Source: an optimization exercise on an open RTL-to-GDS flow (aim: small area, a short achievable clock period and few clock cycles). Production flows keep margins and buffers that such runs may drop. Only simulation tests tie the RTL to the original design; equivalence was not proved. The flow treats the clock pin as an ideal source. Dropping or thinning the clock tree relies on that and would not hold on a real chip. Power and IR drop assume default switching activity.

job 7467:
## AxisCrcChecker
module AxisCrcChecker(
  input        clock,
  input        reset,
  output       io_AxisSlv_ready,
  input        io_AxisSlv_valid,
  input        io_AxisSlv_bits_Tlast,
  input  [7:0] io_AxisSlv_bits_Tdata,
  input        io_AxisMst_ready,
  output       io_AxisMst_valid,
  output       io_AxisMst_bits_Tlast,
  output [7:0] io_AxisMst_bits_Tdata
);
Size: ~9,100 cells after synthesis, ~8,400 flip-flops, roughly 24 I/O pins, roughly 180,000 um2 of cells after synthesis.
Settings: LEC_CHECK=0, CAP_MARGIN=40, CORE_MARGIN=2, CORE_UTILIZATION=60, CTS_BUF_LIST=sky130_fd_sc_hd__clkbuf_16, CTS_CLUSTER_DIAMETER=100, CTS_CLUSTER_SIZE=30, PLACE_DENSITY=0.7, SLEW_MARGIN=40, SYNTH_MEMORY_MAX_BITS=16384; clock period 15.0 ns.
standard.sh (not shown) runs the stock make flow with config.mk's settings and CLKGATE_MAP_FILE= SYNTH_SCRIPT=/design/flow/synth_recipe.tcl, a recipe that flattens the netlist after the stock synthesis.
==> flow/flow/run.sh <==
#!/bin/bash
# Standard layout with these changes:
#  - the pins of each AXI4-Stream port are kept together (pins.tcl), and every
#    port gets a fast buffer (buf_4) instead of the default choice; timing
#    repair aims below the 15 ns constraint;
#  - during global placement, each flip-flop that drives an output port is
#    held next to its pin (placeio_early.tcl, unfix.tcl); after placement each
#    output port's buffer and its flip-flop are moved next to the pin
#    (placeio.tcl);
#  - after clock tree synthesis, the clock tree is rebuilt as a balanced tree
#    of four levels of inverters, the top level's four cells on the clock port
#    (ctree.tcl, ctree_build.tcl).
set -euo pipefail
export BUFFER_PORTS_ARGS="-buffer_cell sky130_fd_sc_hd__buf_4"
export SETUP_SLACK_MARGIN=11
export PRE_IO_PLACEMENT_TCL=$PWD/flow/pins.tcl
RES=orfs/results/$FLOW_PLATFORM/AxisCrcChecker/base
bash standard.sh $PWD/$RES/3_2_place_iop.odb > standard_iop.log 2>&1
openroad -no_init -exit flow/placeio_early.tcl > placeio_early.log 2>&1
bash standard.sh $PWD/$RES/3_3_place_gp.odb > standard_gp.log 2>&1
openroad -no_init -exit flow/unfix.tcl > unfix.log 2>&1
bash standard.sh place > standard_place.log 2>&1
openroad -no_init -exit flow/placeio.tcl > placeio.log 2>&1
bash standard.sh cts > standard_cts.log 2>&1
openroad -no_init -exit flow/ctree.tcl > ctree.log 2>&1
bash standard.sh > standard_finish.log 2>&1
==> flow/flow/ctree_build.tcl <==
# Replace the clock tree with a balanced tree of inverters built by recursive
# bisection of the clock sinks.  Levels (top to bottom): L1 (on the port, 4
# cells), L2, L3, L4 (leaves, at most F4 sinks each).  An even number of
# inverting levels keeps the clock's polarity.
proc env_or {name def} { if {[info exists ::env($name)]} { return $::env($name) } { return $def } }
set F4 [env_or CT_F4 30]
set F3 [env_or CT_F3 4]
set N2 [env_or CT_N2 4]
set M1 [env_or CT_M1 sky130_fd_sc_hd__clkinv_16]
set M2 [env_or CT_M2 sky130_fd_sc_hd__clkinv_16]
set M3 [env_or CT_M3 sky130_fd_sc_hd__clkinv_8]
set M4 [env_or CT_M4 sky130_fd_sc_hd__clkinv_8]
set H4 [expr {[env_or CT_H4 1e9] * [[ord::get_db_block] getDbUnitsPerMicron]}]

set block [ord::get_db_block]
set db [ord::get_db]
set port [$block findBTerm clock]
set pnet [$port getNet]

set sinks {}
set dead_insts {}
set dead_nets {}
proc walk {net} {
  global sinks dead_insts dead_nets
  foreach it [$net getITerms] {
    if {![$it isInputSignal]} { continue }
    set inst [$it getInst]
    set m [[$inst getMaster] getName]
    if {[string match "*__clkbuf_*" $m] || [string match "*__clkinv_*" $m] || [string match "*__buf_*" $m] || [string match "*__inv_*" $m]} {
      lappend dead_insts $inst
      foreach o [$inst getITerms] {
        if {[$o isOutputSignal]} { set on [$o getNet]; if {$on ne "NULL"} { lappend dead_nets $on; walk $on } }
      }
    } else {
      lappend sinks $it
    }
  }
}
walk $pnet
puts "ctree: [llength $sinks] sinks, removing [llength $dead_insts] buffers"
set pts {}
foreach it $sinks {
  set xy [$it getAvgXY]
  if {[lindex $xy 0] == 0} {
    set loc [[$it getInst] getLocation]
    set xy [list 1 [lindex $loc 0] [lindex $loc 1]]
  }
  lappend pts [list [lindex $xy 1] [lindex $xy 2] $it]
  $it disconnect
}
foreach inst $dead_insts {
  foreach it [$inst getITerms] { if {[$it getNet] ne "NULL"} { $it disconnect } }
  odb::dbInst_destroy $inst
}
foreach n $dead_nets { odb::dbNet_destroy $n }

proc split_pts {items m} {
  if {$m <= 1 || [llength $items] <= 1} { return [list $items] }
  set m1 [expr {$m / 2}]
  set m2 [expr {$m - $m1}]
  set xs {}; set ys {}
  foreach p $items { lappend xs [lindex $p 0]; lappend ys [lindex $p 1] }
  set xs [lsort -integer $xs]; set ys [lsort -integer $ys]
  set dx [expr {[lindex $xs end] - [lindex $xs 0]}]
  set dy [expr {[lindex $ys end] - [lindex $ys 0]}]
  set idx [expr {$dx >= $dy ? 0 : 1}]
  set s [lsort -integer -index $idx $items]
  set n [llength $s]
  set cut [expr {int(round(double($n) * $m1 / $m))}]
  if {$cut < 1} { set cut 1 }
  if {$cut > $n - 1} { set cut [expr {$n - 1}] }
  return [concat [split_pts [lrange $s 0 [expr {$cut - 1}]] $m1] [split_pts [lrange $s $cut end] $m2]]
}
proc hpwl {items} {
  set xs {}; set ys {}
  foreach p $items { lappend xs [lindex $p 0]; lappend ys [lindex $p 1] }
  set xs [lsort -integer $xs]; set ys [lsort -integer $ys]
  return [expr {[lindex $xs end] - [lindex $xs 0] + [lindex $ys end] - [lindex $ys 0]}]
}
# split a group of sinks into leaves of at most F4 sinks whose spread is at most H4
proc leaf_groups {items} {
  global F4 H4
  set nl [expr {int(ceil(double([llength $items]) / $F4))}]
  set out {}
  foreach g [split_pts $items $nl] {
    if {[llength $g] > 1 && [hpwl $g] > $H4} {
      set out [concat $out [split_pts $g 2]]
    } else {
      lappend out $g
    }
  }
  return $out
}
proc centroid {items} {
  set sx 0.0; set sy 0.0
  foreach p $items { set sx [expr {$sx + [lindex $p 0]}]; set sy [expr {$sy + [lindex $p 1]}] }
  set n [llength $items]
  return [list [expr {int($sx / $n)}] [expr {int($sy / $n)}]]
}
set cnt 0
# make an inverter of master m at (x, y) driving the given iterms; returns {x y inputITerm}
proc make_inv {mname lvl x y loads} {
  global block db cnt
  set master [$db findMaster $mname]
  incr cnt
  set inst [odb::dbInst_create $block $master "ctinv_${lvl}_$cnt"]
  set w [$master getWidth]; set h [$master getHeight]
  $inst setLocation [expr {$x - $w / 2}] [expr {$y - $h / 2}]
  $inst setPlacementStatus PLACED
  set net [odb::dbNet_create $block "ctnet_${lvl}_$cnt"]
  $net setSigType CLOCK
  [$inst findITerm Y] connect $net
  foreach it $loads { $it connect $net }
  return [list $x $y [$inst findITerm A]]
}
set l1items {}
foreach g1 [split_pts $pts 4] {
  set l2items {}
  foreach g2 [split_pts $g1 $N2] {
    set nleaf [expr {int(ceil(double([llength $g2]) / $F4))}]
    set n3 [expr {int(ceil(double($nleaf) / $F3))}]
    set l3items {}
    foreach g3 [split_pts $g2 $n3] {
      set l4items {}
      foreach g4 [leaf_groups $g3] {
        set c [centroid $g4]
        set loads {}
        foreach p $g4 { lappend loads [lindex $p 2] }
        lappend l4items [make_inv $M4 4 [lindex $c 0] [lindex $c 1] $loads]
      }
      set c [centroid $l4items]
      set loads {}
      foreach p $l4items { lappend loads [lindex $p 2] }
      lappend l3items [make_inv $M3 3 [lindex $c 0] [lindex $c 1] $loads]
    }
    set c [centroid $l3items]
    set loads {}
    foreach p $l3items { lappend loads [lindex $p 2] }
    lappend l2items [make_inv $M2 2 [lindex $c 0] [lindex $c 1] $loads]
  }
  set c [centroid $l2items]
  set loads {}
  foreach p $l2items { lappend loads [lindex $p 2] }
  set r [make_inv $M1 1 [lindex $c 0] [lindex $c 1] $loads]
  [lindex $r 2] connect $pnet
}
puts "ctree: built $cnt inverters"
Other scripts of this flow, unchanged in this note and not shown: flow/flow/ctree.tcl, flow/flow/pins.tcl, flow/flow/placeio.tcl, flow/flow/placeio_early.tcl, flow/flow/unfix.tcl
Job 7467: flow completed, timing, DRC and antenna clean
Testbench counts of job 7467, summed over its fixed seeds: cycles 46,598.
Input changes introduced in job 3244 (baseline for comparison: job 7467):
-- flow/flow/run.sh --
<<< job 7467, line 17
>>> job 3244, line 17
export PLACE_PINS_ARGS="-min_distance 8"
--- outcome ---
Job 3244 vs job 7467 on pre-CTS setup slack: job 3244 is the lower one. Lower detailed-route wire length on metal 1 was reported by job 7467, not job 3244. For part of the total power dissipated in the clock network, job 3244 and job 7467 come out practically identical. Job 7467 -> job 3244: detailed-route wire length decreased by a few percent. Taking job 3244 as 1.0, job 7467 lands at 1.09 on wire length on met2. Combinational share of power: job 3244 vs job 7467, no meaningful difference. Post-route standard cell area excluding fillers: job 7467 vs job 3244 — no meaningful difference.
Input-level comparison between job 8119 and job 3244:
-- flow/flow/ctree_build.tcl --
<<< job 3244, line 9
set M1 [env_or CT_M1 sky130_fd_sc_hd__clkinv_16]
>>> job 8119, line 9
set M1 [env_or CT_M1 sky130_fd_sc_hd__inv_16]
<<< job 3244, line 11
set M3 [env_or CT_M3 sky130_fd_sc_hd__clkinv_8]
>>> job 8119, line 11
set M3 [env_or CT_M3 sky130_fd_sc_hd__inv_12]
Results
- Job 8119: all stages complete, timing, DRC and antenna checks passed
- First-pass GRT wire length essentially unchanged between job 3244 and job 8119.
- Total met3 wirelength after detailed routing up about 4% in job 8119 wrt job 3244
- Cell area essentially unchanged between job 8119 and job 3244.
- Looking at critical path depth, job 8119 sits 2 above job 3244.
- On met1 wire length, job 3244 and job 8119 are neck and neck.
- Final critical path time including I/O delays and setup for job 8119: 0.12 ns down relative to job 3244
- Share of the clock period used by the worst path on job 8119 is down relative to job 3244.
- Relative to job 3244, initial antenna violation count decreased by about 5% in job 8119.
- Between job 8119 and job 3244, the wire length on met2 figures differ only marginally.
- Job 8119 vs job 3244 — power after layout rose 180 uW.
No run of this note takes its clock network from TritonCTS; it comes from the design's own scripts or RTL.

==> re-timing with driven ports <==
In the flow no input, the clock included, has a driving cell. The finished layouts below were timed again as built, in two steps.
Step 1 (the two cells are an assumption about what drives the block):
set clk [get_ports {clock}]
set_driving_cell -lib_cell sky130_fd_sc_hd__clkbuf_16 $clk
set_driving_cell -lib_cell sky130_fd_sc_hd__buf_2 [delete_from_list [all_inputs] $clk]
Step 2, shift: input delay + t, output delay - t, t = (earliest + latest rising clock arrival at the registers) / 2. This alone moves slack from input paths to output paths.
a / b / c = ideal ports / drivers / drivers and shift; a / b = the first two.
run	t (ns)	setup slack, ns	hold WS [ns]
job 7467	0.842	11.009 / 10.683 / 10.729	0.300 / 0.300 / 0.300
job 3244	0.841	11.033 / 10.723 / 10.680	0.283 / 0.285 / 0.285
job 8119	0.685	11.152 / 10.889 / 10.688	0.290 / 0.290 / 0.290
After both steps every run listed still meets setup and hold. The setup slack of job 8119, which loses most, moves by -0.263 ns with the drivers and by -0.464 ns with both steps.
